This is an optimization exercise on Yosys and OpenROAD, whose aim is small area and a short achievable clock period, not a production implementation.
No functional check of the RTL was part of any run shown here.

==> flow/design.v <==
`timescale 1ns / 1ps
module Pipeline_1(
input clk,rst,
input [7:0]a,b,c,d,
output [7:0]out
    );
  wire [7:0] seg0_s;
  wire [7:0] seg0_t;
  Pipeline_1_seg0 u_seg0 (
    .a({a[7], a[6], a[5], a[4], a[3], a[2], a[1], a[0]}),
    .b({b[7], b[6], b[5], b[4], b[3], b[2], b[1], b[0]}),
    .c({c[7], c[6], c[5], c[4], c[3], c[2], c[1], c[0]}),
    .d({d[7], d[6], d[5], d[4], d[3], d[2], d[1], d[0]}),
    .o_s(seg0_s),
    .o_t(seg0_t)
  );
  reg [7:0] R1_s, R1_t, R1_d;
  reg R1_v;
  always @(posedge clk) begin
    R1_s <= {seg0_s[7], seg0_s[6], seg0_s[5], seg0_s[4], seg0_s[3], seg0_s[2], seg0_s[1], seg0_s[0]};
    R1_t <= {seg0_t[7], seg0_t[6], seg0_t[5], seg0_t[4], seg0_t[3], seg0_t[2], seg0_t[1], seg0_t[0]};
    R1_d <= d;
    R1_v <= ~rst & (|d);
  end
  wire pp1 = R1_s[0] & R1_t[0];
  wire pp2 = R1_s[1] & R1_t[0];
  wire pp3 = R1_s[2] & R1_t[0];
  wire pp4 = R1_s[3] & R1_t[0];
  wire pp5 = R1_s[4] & R1_t[0];
  wire pp6 = R1_s[5] & R1_t[0];
  wire pp7 = R1_s[6] & R1_t[0];
  wire pp8 = R1_s[7] & R1_t[0];
  wire pp9 = R1_s[0] & R1_t[1];
  wire pp10 = R1_s[1] & R1_t[1];
  wire pp11 = R1_s[2] & R1_t[1];
  wire pp12 = R1_s[3] & R1_t[1];
  wire pp13 = R1_s[4] & R1_t[1];
  wire pp14 = R1_s[5] & R1_t[1];
  wire pp15 = R1_s[6] & R1_t[1];
  wire pp16 = R1_s[7] & R1_t[1];
  wire pp17 = R1_s[0] & R1_t[2];
  wire pp18 = R1_s[1] & R1_t[2];
  wire pp19 = R1_s[2] & R1_t[2];
  wire pp20 = R1_s[3] & R1_t[2];
  wire pp21 = R1_s[4] & R1_t[2];
  wire pp22 = R1_s[5] & R1_t[2];
  wire pp23 = R1_s[6] & R1_t[2];
  wire pp24 = R1_s[7] & R1_t[2];
  wire pp25 = R1_s[0] & R1_t[3];
  wire pp26 = R1_s[1] & R1_t[3];
  wire pp27 = R1_s[2] & R1_t[3];
  wire pp28 = R1_s[3] & R1_t[3];
  wire pp29 = R1_s[4] & R1_t[3];
  wire pp30 = R1_s[5] & R1_t[3];
  wire pp31 = R1_s[6] & R1_t[3];
  wire pp32 = R1_s[7] & R1_t[3];
  wire pp33 = R1_s[0] & R1_t[4];
  wire pp34 = R1_s[1] & R1_t[4];
  wire pp35 = R1_s[2] & R1_t[4];
  wire pp36 = R1_s[3] & R1_t[4];
  wire pp37 = R1_s[4] & R1_t[4];
  wire pp38 = R1_s[5] & R1_t[4];
  wire pp39 = R1_s[6] & R1_t[4];
  wire pp40 = R1_s[7] & R1_t[4];
  wire pp41 = R1_s[0] & R1_t[5];
  wire pp42 = R1_s[1] & R1_t[5];
  wire pp43 = R1_s[2] & R1_t[5];
  wire pp44 = R1_s[3] & R1_t[5];
  wire pp45 = R1_s[4] & R1_t[5];
  wire pp46 = R1_s[5] & R1_t[5];
  wire pp47 = R1_s[6] & R1_t[5];
  wire pp48 = R1_s[7] & R1_t[5];
  wire pp49 = R1_s[0] & R1_t[6];
  wire pp50 = R1_s[1] & R1_t[6];
  wire pp51 = R1_s[2] & R1_t[6];
  wire pp52 = R1_s[3] & R1_t[6];
  wire pp53 = R1_s[4] & R1_t[6];
  wire pp54 = R1_s[5] & R1_t[6];
  wire pp55 = R1_s[6] & R1_t[6];
  wire pp56 = R1_s[7] & R1_t[6];
  wire pp57 = R1_s[0] & R1_t[7];
  wire pp58 = R1_s[1] & R1_t[7];
  wire pp59 = R1_s[2] & R1_t[7];
  wire pp60 = R1_s[3] & R1_t[7];
  wire pp61 = R1_s[4] & R1_t[7];
  wire pp62 = R1_s[5] & R1_t[7];
  wire pp63 = R1_s[6] & R1_t[7];
  wire pp64 = R1_s[7] & R1_t[7];
  wire s65 = pp7 ^ pp14;
  wire c66 = pp7 & pp14;
  wire s67 = pp8 ^ pp15 ^ pp22;
  wire c68 = (pp8 & pp15) | (pp22 & (pp8 ^ pp15));
  wire s69 = pp29 ^ pp36;
  wire c70 = pp29 & pp36;
  wire s71 = pp16 ^ pp23 ^ pp30;
  wire c72 = (pp16 & pp23) | (pp30 & (pp16 ^ pp23));
  wire s73 = pp37 ^ pp44;
  wire c74 = pp37 & pp44;
  wire s75 = pp24 ^ pp31 ^ pp38;
  wire c76 = (pp24 & pp31) | (pp38 & (pp24 ^ pp31));
  wire s77 = pp5 ^ pp12;
  wire c78 = pp5 & pp12;
  wire s79 = pp6 ^ pp13 ^ pp20;
  wire c80 = (pp6 & pp13) | (pp20 & (pp6 ^ pp13));
  wire s81 = pp27 ^ pp34;
  wire c82 = pp27 & pp34;
  wire s83 = pp21 ^ pp28 ^ pp35;
  wire c84 = (pp21 & pp28) | (pp35 & (pp21 ^ pp28));
  wire s85 = pp42 ^ pp49 ^ s65;
  wire c86 = (pp42 & pp49) | (s65 & (pp42 ^ pp49));
  wire s87 = pp43 ^ pp50 ^ pp57;
  wire c88 = (pp43 & pp50) | (pp57 & (pp43 ^ pp50));
  wire s89 = c66 ^ s67 ^ s69;
  wire c90 = (c66 & s67) | (s69 & (c66 ^ s67));
  wire s91 = pp51 ^ pp58 ^ c68;
  wire c92 = (pp51 & pp58) | (c68 & (pp51 ^ pp58));
  wire s93 = c70 ^ s71 ^ s73;
  wire c94 = (c70 & s71) | (s73 & (c70 ^ s71));
  wire s95 = pp45 ^ pp52 ^ pp59;
  wire c96 = (pp45 & pp52) | (pp59 & (pp45 ^ pp52));
  wire s97 = c72 ^ c74 ^ s75;
  wire c98 = (c72 & c74) | (s75 & (c72 ^ c74));
  wire s99 = pp32 ^ pp39 ^ pp46;
  wire c100 = (pp32 & pp39) | (pp46 & (pp32 ^ pp39));
  wire s101 = pp53 ^ pp60 ^ c76;
  wire c102 = (pp53 & pp60) | (c76 & (pp53 ^ pp60));
  wire s103 = pp40 ^ pp47 ^ pp54;
  wire c104 = (pp40 & pp47) | (pp54 & (pp40 ^ pp47));
  wire s105 = pp4 ^ pp11;
  wire c106 = pp4 & pp11;
  wire s107 = pp19 ^ pp26 ^ pp33;
  wire c108 = (pp19 & pp26) | (pp33 & (pp19 ^ pp26));
  wire s109 = pp41 ^ c78 ^ s79;
  wire c110 = (pp41 & c78) | (s79 & (pp41 ^ c78));
  wire s111 = c80 ^ c82 ^ s83;
  wire c112 = (c80 & c82) | (s83 & (c80 ^ c82));
  wire s113 = c84 ^ c86 ^ s87;
  wire c114 = (c84 & c86) | (s87 & (c84 ^ c86));
  wire s115 = c88 ^ c90 ^ s91;
  wire c116 = (c88 & c90) | (s91 & (c88 ^ c90));
  wire s117 = c92 ^ c94 ^ s95;
  wire c118 = (c92 & c94) | (s95 & (c92 ^ c94));
  wire s119 = c96 ^ c98 ^ s99;
  wire c120 = (c96 & c98) | (s99 & (c96 ^ c98));
  wire s121 = pp61 ^ c100 ^ c102;
  wire c122 = (pp61 & c100) | (c102 & (pp61 ^ c100));
  wire s123 = pp48 ^ pp55 ^ pp62;
  wire c124 = (pp48 & pp55) | (pp62 & (pp48 ^ pp55));
  wire s125 = pp3 ^ pp10;
  wire c126 = pp3 & pp10;
  wire s127 = pp18 ^ pp25 ^ s105;
  wire c128 = (pp18 & pp25) | (s105 & (pp18 ^ pp25));
  wire s129 = s77 ^ c106 ^ s107;
  wire c130 = (s77 & c106) | (s107 & (s77 ^ c106));
  wire s131 = s81 ^ c108 ^ s109;
  wire c132 = (s81 & c108) | (s109 & (s81 ^ c108));
  wire s133 = s85 ^ c110 ^ s111;
  wire c134 = (s85 & c110) | (s111 & (s85 ^ c110));
  wire s135 = s89 ^ c112 ^ s113;
  wire c136 = (s89 & c112) | (s113 & (s89 ^ c112));
  wire s137 = s93 ^ c114 ^ s115;
  wire c138 = (s93 & c114) | (s115 & (s93 ^ c114));
  wire s139 = s97 ^ c116 ^ s117;
  wire c140 = (s97 & c116) | (s117 & (s97 ^ c116));
  wire s141 = s101 ^ c118 ^ s119;
  wire c142 = (s101 & c118) | (s119 & (s101 ^ c118));
  wire s143 = s103 ^ c120 ^ s121;
  wire c144 = (s103 & c120) | (s121 & (s103 ^ c120));
  wire s145 = c104 ^ c122 ^ s123;
  wire c146 = (c104 & c122) | (s123 & (c104 ^ c122));
  wire s147 = pp56 ^ pp63 ^ c124;
  wire c148 = (pp56 & pp63) | (c124 & (pp56 ^ pp63));
  wire g149 = pp2 & pp9;
  wire g150 = pp17 & s125;
  wire g151 = c126 & s127;
  wire g152 = c128 & s129;
  wire g153 = c130 & s131;
  wire g154 = c132 & s133;
  wire g155 = c134 & s135;
  wire g156 = c136 & s137;
  wire g157 = c138 & s139;
  wire g158 = c140 & s141;
  wire g159 = c142 & s143;
  wire g160 = c144 & s145;
  wire g161 = c146 & s147;
  wire g162 = pp64 & c148;
  wire x163 = pp2 ^ pp9;
  wire x164 = pp17 ^ s125;
  wire x165 = c126 ^ s127;
  wire x166 = c128 ^ s129;
  wire x167 = c130 ^ s131;
  wire x168 = c132 ^ s133;
  wire x169 = c134 ^ s135;
  wire x170 = c136 ^ s137;
  wire x171 = c138 ^ s139;
  wire x172 = c140 ^ s141;
  wire x173 = c142 ^ s143;
  wire x174 = c144 ^ s145;
  wire x175 = c146 ^ s147;
  wire x176 = pp64 ^ c148;
  wire G177 = g149 | (x163 & 1'b0);
  wire P178 = x163 & pp1;
  wire G179 = g151 | (x165 & g150);
  wire P180 = x165 & x164;
  wire G181 = g150 | (x164 & G177);
  wire P182 = x164 & P178;
  wire G183 = G179 | (P180 & G177);
  wire P184 = P180 & P178;
  wire G185 = g153 | (x167 & g152);
  wire P186 = x167 & x166;
  wire G187 = g155 | (x169 & g154);
  wire P188 = x169 & x168;
  wire G189 = g154 | (x168 & G185);
  wire P190 = x168 & P186;
  wire G191 = G187 | (P188 & G185);
  wire P192 = P188 & P186;
  wire G193 = g152 | (x166 & G183);
  wire P194 = x166 & P184;
  wire G195 = G185 | (P186 & G183);
  wire P196 = P186 & P184;
  wire G197 = G189 | (P190 & G183);
  wire P198 = P190 & P184;
  wire G199 = G191 | (P192 & G183);
  wire P200 = P192 & P184;
  wire G201 = g157 | (x171 & g156);
  wire P202 = x171 & x170;
  wire G203 = g159 | (x173 & g158);
  wire P204 = x173 & x172;
  wire G205 = g158 | (x172 & G201);
  wire P206 = x172 & P202;
  wire G207 = G203 | (P204 & G201);
  wire P208 = P204 & P202;
  wire G209 = g161 | (x175 & g160);
  wire P210 = x175 & x174;
  wire G211 = 1'b0 | (1'b0 & g162);
  wire P212 = 1'b0 & x176;
  wire G213 = g162 | (x176 & G209);
  wire P214 = x176 & P210;
  wire G215 = G211 | (P212 & G209);
  wire P216 = P212 & P210;
  wire G217 = g160 | (x174 & G207);
  wire P218 = x174 & P208;
  wire G219 = G209 | (P210 & G207);
  wire P220 = P210 & P208;
  wire G221 = G213 | (P214 & G207);
  wire P222 = P214 & P208;
  wire G223 = G215 | (P216 & G207);
  wire P224 = P216 & P208;
  wire G225 = g156 | (x170 & G199);
  wire P226 = x170 & P200;
  wire G227 = G201 | (P202 & G199);
  wire P228 = P202 & P200;
  wire G229 = G205 | (P206 & G199);
  wire P230 = P206 & P200;
  wire G231 = G207 | (P208 & G199);
  wire P232 = P208 & P200;
  wire G233 = G217 | (P218 & G199);
  wire P234 = P218 & P200;
  wire G235 = G219 | (P220 & G199);
  wire P236 = P220 & P200;
  wire G237 = G221 | (P222 & G199);
  wire P238 = P222 & P200;
  wire G239 = G223 | (P224 & G199);
  wire P240 = P224 & P200;
  wire ps241 = x163 ^ 1'b0;
  wire ps242 = x164 ^ G177;
  wire ps243 = x165 ^ G181;
  wire ps244 = x166 ^ G183;
  wire ps245 = x167 ^ G193;
  wire ps246 = x168 ^ G195;
  wire ps247 = x169 ^ G197;
  wire ps248 = x170 ^ G199;
  wire ps249 = x171 ^ G225;
  wire ps250 = x172 ^ G227;
  wire ps251 = x173 ^ G229;
  wire ps252 = x174 ^ G231;
  wire ps253 = x175 ^ G233;
  wire ps254 = x176 ^ G235;
  wire ps255 = 1'b0 ^ G237;
  wire hz256 = ~(R1_d[1] | R1_d[2] | R1_d[3] | R1_d[4] | R1_d[5] | R1_d[6] | R1_d[7]);
  wire b257 = ~ps255 & R1_d[0];
  wire ge258 = ~b257 & hz256;
  wire r259 = ps255 ^ (ge258 & R1_d[0]);
  wire hz260 = ~(R1_d[2] | R1_d[3] | R1_d[4] | R1_d[5] | R1_d[6] | R1_d[7]);
  wire b261 = ~ps254 & R1_d[0];
  wire b262 = (r259 ^ R1_d[1]) ? ~r259 : b261;
  wire ge263 = ~b262 & hz260;
  wire r264 = ps254 ^ (ge263 & R1_d[0]);
  wire r265 = r259 ^ (ge263 & (R1_d[1] ^ b261));
  wire hz266 = ~(R1_d[3] | R1_d[4] | R1_d[5] | R1_d[6] | R1_d[7]);
  wire b267 = ~ps253 & R1_d[0];
  wire b268 = (r264 ^ R1_d[1]) ? ~r264 : b267;
  wire b269 = (r265 ^ R1_d[2]) ? ~r265 : b268;
  wire ge270 = ~b269 & hz266;
  wire r271 = ps253 ^ (ge270 & R1_d[0]);
  wire r272 = r264 ^ (ge270 & (R1_d[1] ^ b267));
  wire r273 = r265 ^ (ge270 & (R1_d[2] ^ b268));
  wire hz274 = ~(R1_d[4] | R1_d[5] | R1_d[6] | R1_d[7]);
  wire b275 = ~ps252 & R1_d[0];
  wire b276 = (r271 ^ R1_d[1]) ? ~r271 : b275;
  wire b277 = (r272 ^ R1_d[2]) ? ~r272 : b276;
  wire b278 = (r273 ^ R1_d[3]) ? ~r273 : b277;
  wire ge279 = ~b278 & hz274;
  wire r280 = ps252 ^ (ge279 & R1_d[0]);
  wire r281 = r271 ^ (ge279 & (R1_d[1] ^ b275));
  wire r282 = r272 ^ (ge279 & (R1_d[2] ^ b276));
  wire r283 = r273 ^ (ge279 & (R1_d[3] ^ b277));
  wire hz284 = ~(R1_d[5] | R1_d[6] | R1_d[7]);
  wire b285 = ~ps251 & R1_d[0];
  wire b286 = (r280 ^ R1_d[1]) ? ~r280 : b285;
  wire b287 = (r281 ^ R1_d[2]) ? ~r281 : b286;
  wire b288 = (r282 ^ R1_d[3]) ? ~r282 : b287;
  wire b289 = (r283 ^ R1_d[4]) ? ~r283 : b288;
  wire ge290 = ~b289 & hz284;
  wire r291 = ps251 ^ (ge290 & R1_d[0]);
  wire r292 = r280 ^ (ge290 & (R1_d[1] ^ b285));
  wire r293 = r281 ^ (ge290 & (R1_d[2] ^ b286));
  wire r294 = r282 ^ (ge290 & (R1_d[3] ^ b287));
  wire r295 = r283 ^ (ge290 & (R1_d[4] ^ b288));
  wire hz296 = ~(R1_d[6] | R1_d[7]);
  wire b297 = ~ps250 & R1_d[0];
  wire b298 = (r291 ^ R1_d[1]) ? ~r291 : b297;
  wire b299 = (r292 ^ R1_d[2]) ? ~r292 : b298;
  wire b300 = (r293 ^ R1_d[3]) ? ~r293 : b299;
  wire b301 = (r294 ^ R1_d[4]) ? ~r294 : b300;
  wire b302 = (r295 ^ R1_d[5]) ? ~r295 : b301;
  wire ge303 = ~b302 & hz296;
  wire r304 = ps250 ^ (ge303 & R1_d[0]);
  wire r305 = r291 ^ (ge303 & (R1_d[1] ^ b297));
  wire r306 = r292 ^ (ge303 & (R1_d[2] ^ b298));
  wire r307 = r293 ^ (ge303 & (R1_d[3] ^ b299));
  wire r308 = r294 ^ (ge303 & (R1_d[4] ^ b300));
  wire r309 = r295 ^ (ge303 & (R1_d[5] ^ b301));
  reg [9:0] R2_p;
  reg [5:0] R2_r;
  reg [7:0] R2_d;
  reg R2_v;
  always @(posedge clk) begin
    R2_p <= {ps249, ps248, ps247, ps246, ps245, ps244, ps243, ps242, ps241, pp1};
    R2_r <= {r309, r308, r307, r306, r305, r304};
    R2_d <= {R1_d[7], R1_d[6], R1_d[5], R1_d[4], R1_d[3], R1_d[2], R1_d[1], R1_d[0]};
    R2_v <= ~rst & R1_v;
  end
  wire hz310 = ~(R2_d[7]);
  wire b311 = ~R2_p[9] & R2_d[0];
  wire b312 = (R2_r[0] ^ R2_d[1]) ? ~R2_r[0] : b311;
  wire b313 = (R2_r[1] ^ R2_d[2]) ? ~R2_r[1] : b312;
  wire b314 = (R2_r[2] ^ R2_d[3]) ? ~R2_r[2] : b313;
  wire b315 = (R2_r[3] ^ R2_d[4]) ? ~R2_r[3] : b314;
  wire b316 = (R2_r[4] ^ R2_d[5]) ? ~R2_r[4] : b315;
  wire b317 = (R2_r[5] ^ R2_d[6]) ? ~R2_r[5] : b316;
  wire ge318 = ~b317 & hz310;
  wire r319 = R2_p[9] ^ (ge318 & R2_d[0]);
  wire r320 = R2_r[0] ^ (ge318 & (R2_d[1] ^ b311));
  wire r321 = R2_r[1] ^ (ge318 & (R2_d[2] ^ b312));
  wire r322 = R2_r[2] ^ (ge318 & (R2_d[3] ^ b313));
  wire r323 = R2_r[3] ^ (ge318 & (R2_d[4] ^ b314));
  wire r324 = R2_r[4] ^ (ge318 & (R2_d[5] ^ b315));
  wire r325 = R2_r[5] ^ (ge318 & (R2_d[6] ^ b316));
  wire b326 = ~R2_p[8] & R2_d[0];
  wire b327 = (r319 ^ R2_d[1]) ? ~r319 : b326;
  wire b328 = (r320 ^ R2_d[2]) ? ~r320 : b327;
  wire b329 = (r321 ^ R2_d[3]) ? ~r321 : b328;
  wire b330 = (r322 ^ R2_d[4]) ? ~r322 : b329;
  wire b331 = (r323 ^ R2_d[5]) ? ~r323 : b330;
  wire b332 = (r324 ^ R2_d[6]) ? ~r324 : b331;
  wire b333 = (r325 ^ R2_d[7]) ? ~r325 : b332;
  wire ge334 = ~b333;
  wire r335 = R2_p[8] ^ (ge334 & R2_d[0]);
  wire r336 = r319 ^ (ge334 & (R2_d[1] ^ b326));
  wire r337 = r320 ^ (ge334 & (R2_d[2] ^ b327));
  wire r338 = r321 ^ (ge334 & (R2_d[3] ^ b328));
  wire r339 = r322 ^ (ge334 & (R2_d[4] ^ b329));
  wire r340 = r323 ^ (ge334 & (R2_d[5] ^ b330));
  wire r341 = r324 ^ (ge334 & (R2_d[6] ^ b331));
  wire r342 = r325 ^ (ge334 & (R2_d[7] ^ b332));
  wire b343 = ~R2_p[7] & R2_d[0];
  wire b344 = (r335 ^ R2_d[1]) ? ~r335 : b343;
  wire b345 = (r336 ^ R2_d[2]) ? ~r336 : b344;
  wire b346 = (r337 ^ R2_d[3]) ? ~r337 : b345;
  wire b347 = (r338 ^ R2_d[4]) ? ~r338 : b346;
  wire b348 = (r339 ^ R2_d[5]) ? ~r339 : b347;
  wire b349 = (r340 ^ R2_d[6]) ? ~r340 : b348;
  wire b350 = (r341 ^ R2_d[7]) ? ~r341 : b349;
  wire ge351 = r342 | ~b350;
  wire r352 = R2_p[7] ^ (ge351 & R2_d[0]);
  wire r353 = r335 ^ (ge351 & (R2_d[1] ^ b343));
  wire r354 = r336 ^ (ge351 & (R2_d[2] ^ b344));
  wire r355 = r337 ^ (ge351 & (R2_d[3] ^ b345));
  wire r356 = r338 ^ (ge351 & (R2_d[4] ^ b346));
  wire r357 = r339 ^ (ge351 & (R2_d[5] ^ b347));
  wire r358 = r340 ^ (ge351 & (R2_d[6] ^ b348));
  wire r359 = r341 ^ (ge351 & (R2_d[7] ^ b349));
  wire b360 = ~R2_p[6] & R2_d[0];
  wire b361 = (r352 ^ R2_d[1]) ? ~r352 : b360;
  wire b362 = (r353 ^ R2_d[2]) ? ~r353 : b361;
  wire b363 = (r354 ^ R2_d[3]) ? ~r354 : b362;
  wire b364 = (r355 ^ R2_d[4]) ? ~r355 : b363;
  wire b365 = (r356 ^ R2_d[5]) ? ~r356 : b364;
  wire b366 = (r357 ^ R2_d[6]) ? ~r357 : b365;
  wire b367 = (r358 ^ R2_d[7]) ? ~r358 : b366;
  wire ge368 = r359 | ~b367;
  wire r369 = R2_p[6] ^ (ge368 & R2_d[0]);
  wire r370 = r352 ^ (ge368 & (R2_d[1] ^ b360));
  wire r371 = r353 ^ (ge368 & (R2_d[2] ^ b361));
  wire r372 = r354 ^ (ge368 & (R2_d[3] ^ b362));
  wire r373 = r355 ^ (ge368 & (R2_d[4] ^ b363));
  wire r374 = r356 ^ (ge368 & (R2_d[5] ^ b364));
  wire r375 = r357 ^ (ge368 & (R2_d[6] ^ b365));
  wire r376 = r358 ^ (ge368 & (R2_d[7] ^ b366));
  wire b377 = ~R2_p[5] & R2_d[0];
  wire b378 = (r369 ^ R2_d[1]) ? ~r369 : b377;
  wire b379 = (r370 ^ R2_d[2]) ? ~r370 : b378;
  wire b380 = (r371 ^ R2_d[3]) ? ~r371 : b379;
  wire b381 = (r372 ^ R2_d[4]) ? ~r372 : b380;
  wire b382 = (r373 ^ R2_d[5]) ? ~r373 : b381;
  wire b383 = (r374 ^ R2_d[6]) ? ~r374 : b382;
  wire b384 = (r375 ^ R2_d[7]) ? ~r375 : b383;
  wire ge385 = r376 | ~b384;
  wire r386 = R2_p[5] ^ (ge385 & R2_d[0]);
  wire r387 = r369 ^ (ge385 & (R2_d[1] ^ b377));
  wire r388 = r370 ^ (ge385 & (R2_d[2] ^ b378));
  wire r389 = r371 ^ (ge385 & (R2_d[3] ^ b379));
  wire r390 = r372 ^ (ge385 & (R2_d[4] ^ b380));
  wire r391 = r373 ^ (ge385 & (R2_d[5] ^ b381));
  wire r392 = r374 ^ (ge385 & (R2_d[6] ^ b382));
  wire r393 = r375 ^ (ge385 & (R2_d[7] ^ b383));
  wire b394 = ~R2_p[4] & R2_d[0];
  wire b395 = (r386 ^ R2_d[1]) ? ~r386 : b394;
  wire b396 = (r387 ^ R2_d[2]) ? ~r387 : b395;
  wire b397 = (r388 ^ R2_d[3]) ? ~r388 : b396;
  wire b398 = (r389 ^ R2_d[4]) ? ~r389 : b397;
  wire b399 = (r390 ^ R2_d[5]) ? ~r390 : b398;
  wire b400 = (r391 ^ R2_d[6]) ? ~r391 : b399;
  wire b401 = (r392 ^ R2_d[7]) ? ~r392 : b400;
  wire ge402 = r393 | ~b401;
  wire r403 = R2_p[4] ^ (ge402 & R2_d[0]);
  wire r404 = r386 ^ (ge402 & (R2_d[1] ^ b394));
  wire r405 = r387 ^ (ge402 & (R2_d[2] ^ b395));
  wire r406 = r388 ^ (ge402 & (R2_d[3] ^ b396));
  wire r407 = r389 ^ (ge402 & (R2_d[4] ^ b397));
  wire r408 = r390 ^ (ge402 & (R2_d[5] ^ b398));
  wire r409 = r391 ^ (ge402 & (R2_d[6] ^ b399));
  wire r410 = r392 ^ (ge402 & (R2_d[7] ^ b400));
  wire b411 = ~R2_p[3] & R2_d[0];
  wire b412 = (r403 ^ R2_d[1]) ? ~r403 : b411;
  wire b413 = (r404 ^ R2_d[2]) ? ~r404 : b412;
  wire b414 = (r405 ^ R2_d[3]) ? ~r405 : b413;
  wire b415 = (r406 ^ R2_d[4]) ? ~r406 : b414;
  wire b416 = (r407 ^ R2_d[5]) ? ~r407 : b415;
  wire b417 = (r408 ^ R2_d[6]) ? ~r408 : b416;
  wire b418 = (r409 ^ R2_d[7]) ? ~r409 : b417;
  wire ge419 = r410 | ~b418;
  wire r420 = R2_p[3] ^ (ge419 & R2_d[0]);
  wire r421 = r403 ^ (ge419 & (R2_d[1] ^ b411));
  wire r422 = r404 ^ (ge419 & (R2_d[2] ^ b412));
  wire r423 = r405 ^ (ge419 & (R2_d[3] ^ b413));
  wire r424 = r406 ^ (ge419 & (R2_d[4] ^ b414));
  wire r425 = r407 ^ (ge419 & (R2_d[5] ^ b415));
  wire r426 = r408 ^ (ge419 & (R2_d[6] ^ b416));
  wire r427 = r409 ^ (ge419 & (R2_d[7] ^ b417));
  wire b428 = ~R2_p[2] & R2_d[0];
  wire b429 = (r420 ^ R2_d[1]) ? ~r420 : b428;
  wire b430 = (r421 ^ R2_d[2]) ? ~r421 : b429;
  wire b431 = (r422 ^ R2_d[3]) ? ~r422 : b430;
  wire b432 = (r423 ^ R2_d[4]) ? ~r423 : b431;
  wire b433 = (r424 ^ R2_d[5]) ? ~r424 : b432;
  wire b434 = (r425 ^ R2_d[6]) ? ~r425 : b433;
  wire b435 = (r426 ^ R2_d[7]) ? ~r426 : b434;
  wire ge436 = r427 | ~b435;
  wire r437 = R2_p[2] ^ (ge436 & R2_d[0]);
  wire r438 = r420 ^ (ge436 & (R2_d[1] ^ b428));
  wire r439 = r421 ^ (ge436 & (R2_d[2] ^ b429));
  wire r440 = r422 ^ (ge436 & (R2_d[3] ^ b430));
  wire r441 = r423 ^ (ge436 & (R2_d[4] ^ b431));
  wire r442 = r424 ^ (ge436 & (R2_d[5] ^ b432));
  wire r443 = r425 ^ (ge436 & (R2_d[6] ^ b433));
  wire r444 = r426 ^ (ge436 & (R2_d[7] ^ b434));
  reg [1:0] R3_p;
  reg [7:0] R3_r;
  reg [5:0] R3_q;
  reg [7:0] R3_d;
  reg R3_v;
  always @(posedge clk) begin
    R3_p <= {R2_p[1], R2_p[0]};
    R3_r <= {r444, r443, r442, r441, r440, r439, r438, r437};
    R3_q <= {ge351, ge368, ge385, ge402, ge419, ge436};
    R3_d <= {R2_d[7], R2_d[6], R2_d[5], R2_d[4], R2_d[3], R2_d[2], R2_d[1], R2_d[0]};
    R3_v <= ~rst & R2_v;
  end
  wire [7:0] seg3_out;
  Pipeline_1_seg3 u_seg3 (
    .p({R3_p[1], R3_p[0]}),
    .r({R3_r[7], R3_r[6], R3_r[5], R3_r[4], R3_r[3], R3_r[2], R3_r[1], R3_r[0]}),
    .q({R3_q[5], R3_q[4], R3_q[3], R3_q[2], R3_q[1], R3_q[0]}),
    .d({R3_d[7], R3_d[6], R3_d[5], R3_d[4], R3_d[3], R3_d[2], R3_d[1], R3_d[0]}),
    .v({R3_v}),
    .o_out(seg3_out)
  );
  assign out = {seg3_out[7], seg3_out[6], seg3_out[5], seg3_out[4], seg3_out[3], seg3_out[2], seg3_out[1], seg3_out[0]};
endmodule
module Pipeline_1_seg0(
  input [7:0] a,
  input [7:0] b,
  input [7:0] c,
  input [7:0] d,
  output [7:0] o_s,
  output [7:0] o_t
);
  wire nd1 = ~d[0];
  wire nd2 = ~d[1];
  wire nd3 = ~d[2];
  wire nd4 = ~d[3];
  wire nd5 = ~d[4];
  wire nd6 = ~d[5];
  wire nd7 = ~d[6];
  wire nd8 = ~d[7];
  wire g9 = a[0] & b[0];
  wire g10 = a[1] & b[1];
  wire g11 = a[2] & b[2];
  wire g12 = a[3] & b[3];
  wire g13 = a[4] & b[4];
  wire g14 = a[5] & b[5];
  wire g15 = a[6] & b[6];
  wire g16 = a[7] & b[7];
  wire x17 = a[0] ^ b[0];
  wire x18 = a[1] ^ b[1];
  wire x19 = a[2] ^ b[2];
  wire x20 = a[3] ^ b[3];
  wire x21 = a[4] ^ b[4];
  wire x22 = a[5] ^ b[5];
  wire x23 = a[6] ^ b[6];
  wire x24 = a[7] ^ b[7];
  wire G25 = g10 | (x18 & g9);
  wire P26 = x18 & x17;
  wire G27 = g12 | (x20 & g11);
  wire P28 = x20 & x19;
  wire G29 = g11 | (x19 & G25);
  wire P30 = x19 & P26;
  wire G31 = G27 | (P28 & G25);
  wire P32 = P28 & P26;
  wire G33 = g14 | (x22 & g13);
  wire P34 = x22 & x21;
  wire G35 = g16 | (x24 & g15);
  wire P36 = x24 & x23;
  wire G37 = g15 | (x23 & G33);
  wire P38 = x23 & P34;
  wire G39 = G35 | (P36 & G33);
  wire P40 = P36 & P34;
  wire G41 = g13 | (x21 & G31);
  wire P42 = x21 & P32;
  wire G43 = G33 | (P34 & G31);
  wire P44 = P34 & P32;
  wire G45 = G37 | (P38 & G31);
  wire P46 = P38 & P32;
  wire G47 = G39 | (P40 & G31);
  wire P48 = P40 & P32;
  wire s49 = x18 ^ g9;
  wire s50 = x19 ^ G25;
  wire s51 = x20 ^ G29;
  wire s52 = x21 ^ G31;
  wire s53 = x22 ^ G41;
  wire s54 = x23 ^ G43;
  wire s55 = x24 ^ G45;
  wire g56 = c[0] & nd1;
  wire g57 = c[1] & nd2;
  wire g58 = c[2] & nd3;
  wire g59 = c[3] & nd4;
  wire g60 = c[4] & nd5;
  wire g61 = c[5] & nd6;
  wire g62 = c[6] & nd7;
  wire g63 = c[7] & nd8;
  wire x64 = c[0] ^ nd1;
  wire x65 = c[1] ^ nd2;
  wire x66 = c[2] ^ nd3;
  wire x67 = c[3] ^ nd4;
  wire x68 = c[4] ^ nd5;
  wire x69 = c[5] ^ nd6;
  wire x70 = c[6] ^ nd7;
  wire x71 = c[7] ^ nd8;
  wire g72 = c[0] | nd1;
  wire G73 = g57 | (x65 & g72);
  wire P74 = x65 & x64;
  wire G75 = g59 | (x67 & g58);
  wire P76 = x67 & x66;
  wire G77 = g58 | (x66 & G73);
  wire P78 = x66 & P74;
  wire G79 = G75 | (P76 & G73);
  wire P80 = P76 & P74;
  wire G81 = g61 | (x69 & g60);
  wire P82 = x69 & x68;
  wire G83 = g63 | (x71 & g62);
  wire P84 = x71 & x70;
  wire G85 = g62 | (x70 & G81);
  wire P86 = x70 & P82;
  wire G87 = G83 | (P84 & G81);
  wire P88 = P84 & P82;
  wire G89 = g60 | (x68 & G79);
  wire P90 = x68 & P80;
  wire G91 = G81 | (P82 & G79);
  wire P92 = P82 & P80;
  wire G93 = G85 | (P86 & G79);
  wire P94 = P86 & P80;
  wire G95 = G87 | (P88 & G79);
  wire P96 = P88 & P80;
  wire s97 = ~x64;
  wire s98 = x65 ^ g72;
  wire s99 = x66 ^ G73;
  wire s100 = x67 ^ G77;
  wire s101 = x68 ^ G79;
  wire s102 = x69 ^ G89;
  wire s103 = x70 ^ G91;
  wire s104 = x71 ^ G93;
  assign o_s = {s55, s54, s53, s52, s51, s50, s49, x17};
  assign o_t = {s104, s103, s102, s101, s100, s99, s98, s97};
endmodule
module Pipeline_1_seg3(
  input [1:0] p,
  input [7:0] r,
  input [5:0] q,
  input [7:0] d,
  input [0:0] v,
  output [7:0] o_out
);
  wire b1 = ~p[1] & d[0];
  wire b2 = (r[0] ^ d[1]) ? ~r[0] : b1;
  wire b3 = (r[1] ^ d[2]) ? ~r[1] : b2;
  wire b4 = (r[2] ^ d[3]) ? ~r[2] : b3;
  wire b5 = (r[3] ^ d[4]) ? ~r[3] : b4;
  wire b6 = (r[4] ^ d[5]) ? ~r[4] : b5;
  wire b7 = (r[5] ^ d[6]) ? ~r[5] : b6;
  wire b8 = (r[6] ^ d[7]) ? ~r[6] : b7;
  wire ge9 = r[7] | ~b8;
  wire r10 = p[1] ^ (ge9 & d[0]);
  wire r11 = r[0] ^ (ge9 & (d[1] ^ b1));
  wire r12 = r[1] ^ (ge9 & (d[2] ^ b2));
  wire r13 = r[2] ^ (ge9 & (d[3] ^ b3));
  wire r14 = r[3] ^ (ge9 & (d[4] ^ b4));
  wire r15 = r[4] ^ (ge9 & (d[5] ^ b5));
  wire r16 = r[5] ^ (ge9 & (d[6] ^ b6));
  wire r17 = r[6] ^ (ge9 & (d[7] ^ b7));
  wire b18 = ~p[0] & d[0];
  wire b19 = (r10 ^ d[1]) ? ~r10 : b18;
  wire b20 = (r11 ^ d[2]) ? ~r11 : b19;
  wire b21 = (r12 ^ d[3]) ? ~r12 : b20;
  wire b22 = (r13 ^ d[4]) ? ~r13 : b21;
  wire b23 = (r14 ^ d[5]) ? ~r14 : b22;
  wire b24 = (r15 ^ d[6]) ? ~r15 : b23;
  wire b25 = (r16 ^ d[7]) ? ~r16 : b24;
  wire ge26 = r17 | ~b25;
  wire r27 = p[0] ^ (ge26 & d[0]);
  wire r28 = r10 ^ (ge26 & (d[1] ^ b18));
  wire r29 = r11 ^ (ge26 & (d[2] ^ b19));
  wire r30 = r12 ^ (ge26 & (d[3] ^ b20));
  wire r31 = r13 ^ (ge26 & (d[4] ^ b21));
  wire r32 = r14 ^ (ge26 & (d[5] ^ b22));
  wire r33 = r15 ^ (ge26 & (d[6] ^ b23));
  wire r34 = r16 ^ (ge26 & (d[7] ^ b24));
  wire o35 = ge26 & v[0];
  wire o36 = ge9 & v[0];
  wire o37 = q[0] & v[0];
  wire o38 = q[1] & v[0];
  wire o39 = q[2] & v[0];
  wire o40 = q[3] & v[0];
  wire o41 = q[4] & v[0];
  wire o42 = q[5] & v[0];
  assign o_out = {o42, o41, o40, o39, o38, o37, o36, o35};
endmodule
==> flow/flow/run.sh <==
#!/bin/bash
# Own flow: the standard layout (standard.sh, unchanged synthesis, floorplan,
# power grid, placement, CTS and routing), except that the port buffers that
# global placement inserts are plain sky130_fd_sc_hd__buf_2 cells instead of the
# default delay-cell buffers. make's full output goes to standard.log here; ORFS
# also keeps each step's own log under orfs/logs/.
set -euo pipefail
export BUFFER_PORTS_ARGS="-buffer_cell sky130_fd_sc_hd__buf_2"
export SETUP_SLACK_MARGIN=25
bash standard.sh > standard.log 2>&1
==> flow/standard.sh <==
#!/bin/bash
# synth_recipe.tcl (not shown) runs the flow's synth.tcl, then flattens the netlist and writes it again
# the make line also repeats each setting of config.mk as NAME=value (left out here)
make -C /OpenROAD-flow-scripts/flow DESIGN_CONFIG=/design/flow/config.mk WORK_HOME=/design/flow/orfs CLKGATE_MAP_FILE= SYNTH_SCRIPT=/design/flow/synth_recipe.tcl "${@:-finish}"
==> flow/config.mk <==
export PLATFORM = sky130hd
export DESIGN_NAME = Pipeline_1
export DESIGN_NICKNAME = Pipeline_1
export VERILOG_FILES = /design/flow/design.v
export SDC_FILE = /design/flow/constraint.sdc
export NUM_CORES = 4
export LEC_CHECK = 0
export ABC_AREA = 1
export CAP_MARGIN = 20
export CORE_MARGIN = 2
export CORE_UTILIZATION = 60
export CTS_BUF_LIST = sky130_fd_sc_hd__clkbuf_8
export SLEW_MARGIN = 20
export SYNTH_HIERARCHICAL = 1
export SYNTH_MINIMUM_KEEP_SIZE = 0
==> flow/constraint.sdc <==
create_clock -name core_clock -period 36.0 [get_ports {clk}]
set_input_delay 7.2000 -clock core_clock [delete_from_list [all_inputs] [get_ports {clk}]]
set_output_delay 7.2000 -clock core_clock [all_outputs]
set_load 0.01 [all_outputs]
==> results of run 1 <==
worst max-delay path by stage:
stage          cells after the start      end
2_1_floorplan                     18   out[0]
3_3_place_gp                      96  R3_r[4]
3_5_place_dp                      96  R3_r[6]
4_1_cts                           96  R3_r[6]
5_1_grt                          101  R3_r[5]
6_report                          97  R3_r[6]
Yosys cell counts, drive strengths merged:
cell type  number  area, µm²
o21bai          1      7.510
nor2           40      157.7
xnor2          16      173.9
dfxtp          75       1501
nand3         161       1109
or2            14      90.09
xnor3           2      45.04
clkbuf         25      187.7
a21oi          26      137.6
o22ai           2      12.51
a21o            3      22.52
fa             44      880.8
nand3b          7      56.30
xor2           82      819.5
buf            38      337.8
o211ai          2      15.01
a21boi          1      18.77
nor3            1      5.000
maj3            1      10.01
ha             33      412.9
nand4           3      18.77
nand2         444       1987
nor4            2      12.51
inv           256      965.9
o21ai          25      136.4
a31oi           1      6.260
o2111ai         1      8.760
clkinv          2      7.510
layout by cell type (no fill, tap or decap), types with 7 or more instances in the layout:
master    count
nand2_1     355
inv_1       251
nand3_1     108
dfxtp_1      73
nand2_2      73
xor2_1       73
nand3_2      48
fa_1         44
buf_2        41
nor2_1       37
ha_1         33
a21oi_1      24
o21ai_0      21
nand2_4      14
xnor2_1      13
buf_4        10
clkbuf_8      9
or2_2         7
final cells by class:
type / instances / area [µm²] / share of cell area
timing repair buffer: 51 / 280.3 / 0.03005
clock inverter: 6 / 60.06 / 0.006439
clock buffer: 9 / 123.9 / 0.01328
sequential: 75 / 1504 / 0.1612
tap: 188 / 235.2 / 0.02522
inverter: 258 / 980.9 / 0.1052
multi-input combinational: 912 / 6143 / 0.6586
per-module statistics from Yosys (local to each module, per instance):
| module | area, µm² | cells | copies in the design | flip-flops and latches |
|---|---|---|---|---|
| Pipeline_1_seg0 | 738.2 | 109 | 1 | 0 |
| Pipeline_1_seg3 | 708.2 | 141 | 1 | 0 |
| Pipeline_1 | 7697 | 1058 | 1 | 75 |
per-layer routing:
layer,up-vias,GRT usage
li1,3908,-
met1,3237,0.2693
met2,74,0.4039
met3,12,0.03015
met4,0,0.05753
met5,-,0
registers in the layout, summed over array words and instances (netlist names), 2 cells and up:
name and count:
R1_d 8, R2_r 6, R1_s 8, R2_d 8, R3_p 2, R3_q 6
R2_p 10, R3_r 8, R1_t 8, R3_d 8
worst max-delay path: cells and delay by family (launching register included):
kind,cells,cell delay (ns)
xor+xnor,3,0.69
buf+inv,4,0.51
flops,1,0.58
simple gates,90,7.90
metrics by stage:
step	area (µm²)	worst slack, ns	hold slack, ns	util
after floorplan	9144	26.89	0.3096	-
after global placement	9089	25.96	0.3096	0.6046
after detailed placement	9089	25.68	0.3165	0.6046
after CTS	9273	25.64	0.3343	0.6168
after global routing	9328	25.00	0.3456	0.6205
final	9328	26.15	0.3305	0.6205
cells by family (layout without fill, tap and decap cells):
| logic type | Yosys count | after routing | share of synthesized area |
|---|---|---|---|
| adder cells (fa/ha/maj) | 78 | 78 | 0.1426 |
| AND/OR/NAND/NOR | 672 | 672 | 0.3758 |
| XOR/XNOR | 100 | 100 | 0.1136 |
| flip-flops | 75 | 75 | 0.1642 |
| AO/OA/AOI/OAI | 62 | 62 | 0.03996 |
| buffers and inverters | 321 | 324 | 0.1639 |
timing repair:
item,4_1_cts,5_1_grt
resized for setup,0,4
hold buffers,0,0
buffers inserted,0,6
endpoints found under the setup margin,0,9
==> results_dict.tcl, run 1 <==
set metrics [dict create \
    status "timing/DRC/antenna clean" \
    dr_wl_met3_um 401 \
    crit_required_ns 36.27 \
    area_growth_pct 2.012 \
    fillers 1470 \
    numCtsBuffers 9 \
    worst_slew_pin_slew_ns 0.7720 \
    synth_warnings 7 \
    initial_core_util 0.6082 \
    critPathLaunch "R2_d[4]" \
    port_buffers 41 \
    routed_via_density 4.824 \
    nets 1418 \
    timing.setup.tns_ns 0 \
    clock-sinks 75 \
    path_max_fanout 16 \
    ant_nets 0 \
    drt-initial-drc-count 281 \
    period_share 0.2736 \
    setup_viol 0 \
    crit-reg2reg-launch "R2_d[4]" \
    syn_inst 1308 \
    instances_no_fill 1499 \
    r2r_setup_slack_ns 26.15 \
    min_path_cells 0 \
    wl_met2_um 8505 \
    max_cap_viol_count 0 \
    hold_violations 0 \
    grt_pass1_wl_um 29260 \
    layout-drive-gt1-share 0.1876 \
    dieArea_um2 16240 \
    critical-path-max-stage-delay_ns 0.58 \
    r2r_cells 97 \
    drc_errors 0 \
    routedWlPerCell_um 11.23 \
    highest_layer "met4" \
    cts_buffer_depth 2 \
    htree_levels 3 \
    pin_count 42 \
    hp-class "flop to flop" \
    slew_viol_final 0 \
    clk_pin_slew_ns 0.08 \
    crit_path_top_delay_cell "dfxtp_2" \
    antenna_found_initial 0 \
    ys_ff_latch 75 \
    wirelength_um 16830 \
    start_kind "flop" \
    first_pass_iters 4 \
    max_freq_mhz 101.5 \
    min_from "R2_p[1]" \
    syn_area_per_cell_um2 6.991 \
    grt_pass1_vias 6656 \
    place.gp.congestion 0.8254 \
    grt_max_degree 23 \
    cts-root-buf "clkbuf_8" \
    synth-seq-area-share 0.1642 \
    worstSetupEndpointType "flop" \
    path_common_cell "nand2_2" \
    rows 45 \
    die_x_um 127.5 \
    arrival_ns 10.11 \
    dp_hpwl_um 14100 \
    cts_tree "built" \
    coreArea_um2 15030 \
    fin_crit_ns 9.848 \
    min_to "R3_p[1]" \
    syn_nets 1419 \
    die_h_um 127.5 \
    r2r-end "R3_r[6]" \
    grt.total_usage 0.2196 \
    vias 7231 \
    critPathKind "flop to flop" \
    grt_remaining_overflow 0 \
    dp_cells 1478 \
    syn_area_um2 9144 \
    worstSkewPairLatency_ns 0.37 \
    rsz0062_at_grt "false" \
    synth_cell_type_count 51 \
    slew_headroom 0.4846 \
    clock-skew-final_ns 0.01230 \
    antenna_cells 0 \
    met1_length_um 7752 \
]
==> run 2, diff against run 1 <==
--- a/flow/design.v
+++ b/flow/design.v
@@ -331,49 +331,49 @@
   wire r307 = r293 ^ (ge303 & (R1_d[3] ^ b299));
   wire r308 = r294 ^ (ge303 & (R1_d[4] ^ b300));
   wire r309 = r295 ^ (ge303 & (R1_d[5] ^ b301));
-  reg [9:0] R2_p;
-  reg [5:0] R2_r;
+  wire hz310 = ~(R1_d[7]);
+  wire b311 = ~ps249 & R1_d[0];
+  wire b312 = (r304 ^ R1_d[1]) ? ~r304 : b311;
+  wire b313 = (r305 ^ R1_d[2]) ? ~r305 : b312;
+  wire b314 = (r306 ^ R1_d[3]) ? ~r306 : b313;
+  wire b315 = (r307 ^ R1_d[4]) ? ~r307 : b314;
+  wire b316 = (r308 ^ R1_d[5]) ? ~r308 : b315;
+  wire b317 = (r309 ^ R1_d[6]) ? ~r309 : b316;
+  wire ge318 = ~b317 & hz310;
+  wire r319 = ps249 ^ (ge318 & R1_d[0]);
+  wire r320 = r304 ^ (ge318 & (R1_d[1] ^ b311));
+  wire r321 = r305 ^ (ge318 & (R1_d[2] ^ b312));
+  wire r322 = r306 ^ (ge318 & (R1_d[3] ^ b313));
+  wire r323 = r307 ^ (ge318 & (R1_d[4] ^ b314));
+  wire r324 = r308 ^ (ge318 & (R1_d[5] ^ b315));
+  wire r325 = r309 ^ (ge318 & (R1_d[6] ^ b316));
+  reg [8:0] R2_p;
+  reg [6:0] R2_r;
   reg [7:0] R2_d;
   reg R2_v;
   always @(posedge clk) begin
-    R2_p <= {ps249, ps248, ps247, ps246, ps245, ps244, ps243, ps242, ps241, pp1};
-    R2_r <= {r309, r308, r307, r306, r305, r304};
+    R2_p <= {ps248, ps247, ps246, ps245, ps244, ps243, ps242, ps241, pp1};
+    R2_r <= {r325, r324, r323, r322, r321, r320, r319};
     R2_d <= {R1_d[7], R1_d[6], R1_d[5], R1_d[4], R1_d[3], R1_d[2], R1_d[1], R1_d[0]};
     R2_v <= ~rst & R1_v;
   end
-  wire hz310 = ~(R2_d[7]);
-  wire b311 = ~R2_p[9] & R2_d[0];
-  wire b312 = (R2_r[0] ^ R2_d[1]) ? ~R2_r[0] : b311;
-  wire b313 = (R2_r[1] ^ R2_d[2]) ? ~R2_r[1] : b312;
-  wire b314 = (R2_r[2] ^ R2_d[3]) ? ~R2_r[2] : b313;
-  wire b315 = (R2_r[3] ^ R2_d[4]) ? ~R2_r[3] : b314;
-  wire b316 = (R2_r[4] ^ R2_d[5]) ? ~R2_r[4] : b315;
-  wire b317 = (R2_r[5] ^ R2_d[6]) ? ~R2_r[5] : b316;
-  wire ge318 = ~b317 & hz310;
-  wire r319 = R2_p[9] ^ (ge318 & R2_d[0]);
-  wire r320 = R2_r[0] ^ (ge318 & (R2_d[1] ^ b311));
-  wire r321 = R2_r[1] ^ (ge318 & (R2_d[2] ^ b312));
-  wire r322 = R2_r[2] ^ (ge318 & (R2_d[3] ^ b313));
-  wire r323 = R2_r[3] ^ (ge318 & (R2_d[4] ^ b314));
-  wire r324 = R2_r[4] ^ (ge318 & (R2_d[5] ^ b315));
-  wire r325 = R2_r[5] ^ (ge318 & (R2_d[6] ^ b316));
   wire b326 = ~R2_p[8] & R2_d[0];
-  wire b327 = (r319 ^ R2_d[1]) ? ~r319 : b326;
-  wire b328 = (r320 ^ R2_d[2]) ? ~r320 : b327;
-  wire b329 = (r321 ^ R2_d[3]) ? ~r321 : b328;
-  wire b330 = (r322 ^ R2_d[4]) ? ~r322 : b329;
-  wire b331 = (r323 ^ R2_d[5]) ? ~r323 : b330;
-  wire b332 = (r324 ^ R2_d[6]) ? ~r324 : b331;
-  wire b333 = (r325 ^ R2_d[7]) ? ~r325 : b332;
+  wire b327 = (R2_r[0] ^ R2_d[1]) ? ~R2_r[0] : b326;
+  wire b328 = (R2_r[1] ^ R2_d[2]) ? ~R2_r[1] : b327;
+  wire b329 = (R2_r[2] ^ R2_d[3]) ? ~R2_r[2] : b328;
+  wire b330 = (R2_r[3] ^ R2_d[4]) ? ~R2_r[3] : b329;
+  wire b331 = (R2_r[4] ^ R2_d[5]) ? ~R2_r[4] : b330;
+  wire b332 = (R2_r[5] ^ R2_d[6]) ? ~R2_r[5] : b331;
+  wire b333 = (R2_r[6] ^ R2_d[7]) ? ~R2_r[6] : b332;
   wire ge334 = ~b333;
   wire r335 = R2_p[8] ^ (ge334 & R2_d[0]);
-  wire r336 = r319 ^ (ge334 & (R2_d[1] ^ b326));
-  wire r337 = r320 ^ (ge334 & (R2_d[2] ^ b327));
-  wire r338 = r321 ^ (ge334 & (R2_d[3] ^ b328));
-  wire r339 = r322 ^ (ge334 & (R2_d[4] ^ b329));
-  wire r340 = r323 ^ (ge334 & (R2_d[5] ^ b330));
-  wire r341 = r324 ^ (ge334 & (R2_d[6] ^ b331));
-  wire r342 = r325 ^ (ge334 & (R2_d[7] ^ b332));
+  wire r336 = R2_r[0] ^ (ge334 & (R2_d[1] ^ b326));
+  wire r337 = R2_r[1] ^ (ge334 & (R2_d[2] ^ b327));
+  wire r338 = R2_r[2] ^ (ge334 & (R2_d[3] ^ b328));
+  wire r339 = R2_r[3] ^ (ge334 & (R2_d[4] ^ b329));
+  wire r340 = R2_r[4] ^ (ge334 & (R2_d[5] ^ b330));
+  wire r341 = R2_r[5] ^ (ge334 & (R2_d[6] ^ b331));
+  wire r342 = R2_r[6] ^ (ge334 & (R2_d[7] ^ b332));
   wire b343 = ~R2_p[7] & R2_d[0];
   wire b344 = (r335 ^ R2_d[1]) ? ~r335 : b343;
   wire b345 = (r336 ^ R2_d[2]) ? ~r336 : b344;
@@ -476,23 +476,40 @@
   wire r442 = r424 ^ (ge436 & (R2_d[5] ^ b432));
   wire r443 = r425 ^ (ge436 & (R2_d[6] ^ b433));
   wire r444 = r426 ^ (ge436 & (R2_d[7] ^ b434));
-  reg [1:0] R3_p;
+  wire b445 = ~R2_p[1] & R2_d[0];
+  wire b446 = (r437 ^ R2_d[1]) ? ~r437 : b445;
+  wire b447 = (r438 ^ R2_d[2]) ? ~r438 : b446;
+  wire b448 = (r439 ^ R2_d[3]) ? ~r439 : b447;
+  wire b449 = (r440 ^ R2_d[4]) ? ~r440 : b448;
+  wire b450 = (r441 ^ R2_d[5]) ? ~r441 : b449;
+  wire b451 = (r442 ^ R2_d[6]) ? ~r442 : b450;
+  wire b452 = (r443 ^ R2_d[7]) ? ~r443 : b451;
+  wire ge453 = r444 | ~b452;
+  wire r454 = R2_p[1] ^ (ge453 & R2_d[0]);
+  wire r455 = r437 ^ (ge453 & (R2_d[1] ^ b445));
+  wire r456 = r438 ^ (ge453 & (R2_d[2] ^ b446));
+  wire r457 = r439 ^ (ge453 & (R2_d[3] ^ b447));
+  wire r458 = r440 ^ (ge453 & (R2_d[4] ^ b448));
+  wire r459 = r441 ^ (ge453 & (R2_d[5] ^ b449));
+  wire r460 = r442 ^ (ge453 & (R2_d[6] ^ b450));
+  wire r461 = r443 ^ (ge453 & (R2_d[7] ^ b451));
+  reg [0:0] R3_p;
   reg [7:0] R3_r;
-  reg [5:0] R3_q;
+  reg [6:0] R3_q;
   reg [7:0] R3_d;
   reg R3_v;
   always @(posedge clk) begin
-    R3_p <= {R2_p[1], R2_p[0]};
-    R3_r <= {r444, r443, r442, r441, r440, r439, r438, r437};
-    R3_q <= {ge351, ge368, ge385, ge402, ge419, ge436};
+    R3_p <= {R2_p[0]};
+    R3_r <= {r461, r460, r459, r458, r457, r456, r455, r454};
+    R3_q <= {ge351, ge368, ge385, ge402, ge419, ge436, ge453};
     R3_d <= {R2_d[7], R2_d[6], R2_d[5], R2_d[4], R2_d[3], R2_d[2], R2_d[1], R2_d[0]};
     R3_v <= ~rst & R2_v;
   end
   wire [7:0] seg3_out;
   Pipeline_1_seg3 u_seg3 (
-    .p({R3_p[1], R3_p[0]}),
+    .p({R3_p[0]}),
     .r({R3_r[7], R3_r[6], R3_r[5], R3_r[4], R3_r[3], R3_r[2], R3_r[1], R3_r[0]}),
-    .q({R3_q[5], R3_q[4], R3_q[3], R3_q[2], R3_q[1], R3_q[0]}),
+    .q({R3_q[6], R3_q[5], R3_q[4], R3_q[3], R3_q[2], R3_q[1], R3_q[0]}),
     .d({R3_d[7], R3_d[6], R3_d[5], R3_d[4], R3_d[3], R3_d[2], R3_d[1], R3_d[0]}),
     .v({R3_v}),
     .o_out(seg3_out)
@@ -615,14 +632,14 @@
   assign o_t = {s104, s103, s102, s101, s100, s99, s98, s97};
 endmodule
 module Pipeline_1_seg3(
-  input [1:0] p,
+  input [0:0] p,
   input [7:0] r,
-  input [5:0] q,
+  input [6:0] q,
   input [7:0] d,
   input [0:0] v,
   output [7:0] o_out
 );
-  wire b1 = ~p[1] & d[0];
+  wire b1 = ~p[0] & d[0];
   wire b2 = (r[0] ^ d[1]) ? ~r[0] : b1;
   wire b3 = (r[1] ^ d[2]) ? ~r[1] : b2;
   wire b4 = (r[2] ^ d[3]) ? ~r[2] : b3;
@@ -631,7 +648,7 @@
   wire b7 = (r[5] ^ d[6]) ? ~r[5] : b6;
   wire b8 = (r[6] ^ d[7]) ? ~r[6] : b7;
   wire ge9 = r[7] | ~b8;
-  wire r10 = p[1] ^ (ge9 & d[0]);
+  wire r10 = p[0] ^ (ge9 & d[0]);
   wire r11 = r[0] ^ (ge9 & (d[1] ^ b1));
   wire r12 = r[1] ^ (ge9 & (d[2] ^ b2));
   wire r13 = r[2] ^ (ge9 & (d[3] ^ b3));
@@ -639,30 +656,13 @@
   wire r15 = r[4] ^ (ge9 & (d[5] ^ b5));
   wire r16 = r[5] ^ (ge9 & (d[6] ^ b6));
   wire r17 = r[6] ^ (ge9 & (d[7] ^ b7));
-  wire b18 = ~p[0] & d[0];
-  wire b19 = (r10 ^ d[1]) ? ~r10 : b18;
-  wire b20 = (r11 ^ d[2]) ? ~r11 : b19;
-  wire b21 = (r12 ^ d[3]) ? ~r12 : b20;
-  wire b22 = (r13 ^ d[4]) ? ~r13 : b21;
-  wire b23 = (r14 ^ d[5]) ? ~r14 : b22;
-  wire b24 = (r15 ^ d[6]) ? ~r15 : b23;
-  wire b25 = (r16 ^ d[7]) ? ~r16 : b24;
-  wire ge26 = r17 | ~b25;
-  wire r27 = p[0] ^ (ge26 & d[0]);
-  wire r28 = r10 ^ (ge26 & (d[1] ^ b18));
-  wire r29 = r11 ^ (ge26 & (d[2] ^ b19));
-  wire r30 = r12 ^ (ge26 & (d[3] ^ b20));
-  wire r31 = r13 ^ (ge26 & (d[4] ^ b21));
-  wire r32 = r14 ^ (ge26 & (d[5] ^ b22));
-  wire r33 = r15 ^ (ge26 & (d[6] ^ b23));
-  wire r34 = r16 ^ (ge26 & (d[7] ^ b24));
-  wire o35 = ge26 & v[0];
-  wire o36 = ge9 & v[0];
-  wire o37 = q[0] & v[0];
-  wire o38 = q[1] & v[0];
-  wire o39 = q[2] & v[0];
-  wire o40 = q[3] & v[0];
-  wire o41 = q[4] & v[0];
-  wire o42 = q[5] & v[0];
-  assign o_out = {o42, o41, o40, o39, o38, o37, o36, o35};
+  wire o18 = ge9 & v[0];
+  wire o19 = q[0] & v[0];
+  wire o20 = q[1] & v[0];
+  wire o21 = q[2] & v[0];
+  wire o22 = q[3] & v[0];
+  wire o23 = q[4] & v[0];
+  wire o24 = q[5] & v[0];
+  wire o25 = q[6] & v[0];
+  assign o_out = {o25, o24, o23, o22, o21, o20, o19, o18};
 endmodule
==> flow/flow/run.sh (replaced) <==
#!/bin/bash
# Own flow: the standard layout (standard.sh: ORFS synthesis with the standard flow's
# synthesis script, floorplan, power grid, placement, CTS, routing) with three
# settings changed:
#  - ADDER_MAP_FILE is empty, so synthesis does not extract full/half adder
#    cells and ABC maps the (bit-level) arithmetic like any other logic; the
#    registers are the same as in the standard synthesis;
#  - the port buffers that global placement inserts are sky130_fd_sc_hd__buf_2;
#  - timing repair aims for a setup slack of 25 ns at the design's 36 ns clock.
# make's full output goes to standard.log here; ORFS keeps each step's own log
# under orfs/logs/.
set -euo pipefail
export ADDER_MAP_FILE=
export BUFFER_PORTS_ARGS="-buffer_cell sky130_fd_sc_hd__buf_2"
export SETUP_SLACK_MARGIN=25
bash standard.sh > standard.log 2>&1
==> run 2 against run 1 <==
Register-to-register slack gained 0.23 ns. Maximum frequency grew 2.3%. Worst hold slack gained 0.0046 ns. Non-clock buffer count shrank 7. Final cell count grew 11%. Synthesized area shrank 3.3%. Clock-buffer cell count is the same. Via count grew 13%.
==> results_dict.tcl, run 2 <==
set metrics [dict create \
    status "timing/DRC/antenna clean" \
    dieArea_um2 15730 \
    clock-skew-final_ns 0.01759 \
    drc_errors 0 \
    min_path_cells 0 \
    regMostFlops "R2_p" \
    ys_async_sr_fraction 0 \
    htree_levels 3 \
    first_pass_iters 5 \
    arrival_ns 9.88 \
    ys_ff_latch 75 \
    pin_count 42 \
    r2r-end "R3_r[2]" \
    min_to "R3_p" \
    grt_pass1_wl_um 30700 \
    grt_pass1_vias 7447 \
    syn_inst 1484 \
    die_x_um 125.4 \
    yosys.area.top_type "nand2_1" \
    die_h_um 125.4 \
    rows 44 \
    grt_remaining_overflow 0 \
    synth_top_area_frac 0.2130 \
    met2_usage 0.4283 \
    timing.setup.tns_ns 0 \
    max_cap_viol_count 0 \
    crit_required_ns 36.26 \
    numCtsBuffers 9 \
    largest_reg_flops 9 \
    cts-root-buf "clkbuf_8" \
    finalInstanceArea_um2 9039 \
    vias 8192 \
    holdWs_ns 0.3351 \
    crit-reg2reg-launch "R2_d[2]" \
    syn_area_um2 8846 \
    worstSetupEndpointType "flop" \
    layout_common_cells "nand2_1 (502), inv_1 (194), nand3_1 (142)" \
    clock-sinks 75 \
    crit_path_top_delay_cell "inv_1" \
    mostFrequentLayoutCell "nand2_1" \
    port_buffers 41 \
    place.gp.congestion 0.8161 \
    cts_buffer_depth 2 \
    path_max_fanout 15 \
    routed_via_density 4.938 \
    dpl-instance-area_um2 8847 \
    area_growth_pct 2.178 \
    r2r_cells 100 \
    synth_area_leaders "nand2_1 (21%), dfxtp_1 (17%), xor2_1 (10%)" \
    r2r_setup_slack_ns 26.38 \
    max_freq_mhz 103.9 \
    detailedPlace.worstSlack_ns 25.83 \
    syn_nets 1518 \
    yosysMostFrequentCell "nand2_1" \
    use_met1 0.2654 \
    nets 1505 \
    post_cts_resized 0 \
    grt.total_usage 0.2260 \
    critical-path-max-stage-delay_ns 0.31 \
    start_kind "flop" \
    antenna_cells 0 \
    top_usage_layer "met2" \
    post-route-util 0.6243 \
    fin_crit_ns 9.623 \
    clk_pin_slew_ns 0.07 \
    worst_slew_pin_slew_ns 0.6522 \
    period_share 0.2673 \
    slew_viol_final 0 \
    min_from "R2_p[0]" \
    synth_cell_type_count 54 \
    grt_max_degree 28 \
    antenna_found_initial 0 \
    syn_area_per_cell_um2 5.961 \
    wirelength_um 16960 \
    post-cts-setup-buffers 0 \
    cts_tree "built" \
    initial_core_util 0.6110 \
    setup_viol 0 \
    coreArea_um2 14480 \
    synth_flop_cell "dfxtp_1" \
    routedWlPerCell_um 10.22 \
    grtUsageMet3 0.02781 \
    slew_headroom 0.5646 \
    layout-drive-gt1-share 0.1410 \
    drt-initial-drc-count 307 \
    hp-class "flop to flop" \
    synth_commonest_cells "nand2_1 (502), inv_1 (193), nand3_1 (142), xor2_1 (104), nor2_1 (82)" \
    path_common_cell "nand2_2" \
    critPathKind "flop to flop" \
    hold_violations 0 \
    synth_warnings 7 \
    ant_nets 0 \
    worst_slack_ns 26.38 \
    worstSkewPairLatency_ns 0.37 \
    dp_hpwl_um 14440 \
    holdBufCountCts 0 \
    rsz0062_at_grt "false" \
    synth-edff-count 0 \
    synth-seq-area-share 0.1697 \
]
==> run 2: cell count changes in the layout (fill, tap and decap cells not counted), sizes merged, moves of 9 or more <==
cell	change
nand4	+9
xnor2	+16
fa	-44
nand3	+15
nand2	+125
xor2	+27
ha	-33
nor2	+48
inv	-51
o21ai	+34
==> run 2: layer usage <==
layer | vias up | share of wire
met3 | 19 | 0.023
met4 | 0 | 0.015
met2 | 101 | 0.49
met5 | - | 0
li1 | 4534 | -
met1 | 3538 | 0.47
==> run 2: cells by family (layout without fill, tap and decap cells) <==
kind of cell	count (synthesis)	in the layout	share of synthesized area
compound gates	110	110	0.07383
simple gates	877	877	0.4576
xor+xnor	144	144	0.1545
flops	75	75	0.1697
fa+ha+maj	4	4	0.004668
buf+inv	274	265	0.1397
==> run 2: final cells by class <==
cell class	instances	area, µm²
inverters	206	779.5
clock buffers	9	123.9
flip-flops and latches	75	1510
repair buffers	44	227.7
clock inverters	6	58.81
multi-input cells	1135	6108
well taps	184	230.2
fillers	1452	5440
==> run 2: worst max-delay path by stage <==
stage	from	to	depth (start not counted)
6_report	R2_d[2]	R3_r[2]	100
5_1_grt	R1_s[7]	R2_r[0]	83
4_1_cts	R2_d[0]	R3_r[0]	99
3_5_place_dp	R2_d[0]	R3_r[0]	99
3_3_place_gp	R2_d[0]	R3_r[0]	101
2_1_floorplan	R1_s[6]	R2_r[5]	84
==> run 2: critical path: cells and delay by family (launching register included) <==
family / cells / cell delay (ns)
buffers and inverters: 3 / 0.57
XOR/XNOR: 4 / 0.83
flip-flops: 1 / 0.30
AND/OR/NAND/NOR: 93 / 7.74
==> run 2: modules after synthesis (local to each module, per instance) <==
module	cell area, µm²	cells inside
Pipeline_1	7814	1279
Pipeline_1_seg0	754.5	145
Pipeline_1_seg3	277.8	60
==> run 2: metrics by stage <==
step / std cells
after CTS: 1659
final: 1659
after global routing: 1659
after floorplan: 1484
after global placement: 1644
after detailed placement: 1644

static timing again, ports no longer ideal:
How much do the figures lean on ideal ports? The routed layouts below were timed once more, with nothing changed but the port constraints.
Step 1 assumes that a clkbuf_16 drives the clock port and a buf_2 every other input.
Step 2 times the ports against the registers' clock, not the clock port: input delays grow and output delays shrink by t, the midpoint of the rising clock arrivals with the driver on.
Slacks: ideal / step 1 / step 2; pairs: ideal / step 1.
run	t, ns	setup WS [ns]	clock arrival spread, ns	worst slew at a driven data input, ns
run 1	0.403	26.152 / 26.135 / 26.152	0.013 / 0.012	0.04
run 2	0.401	26.377 / 26.377 / 26.377	0.018 / 0.018	0.03
After both steps setup and hold are still met in every run listed.
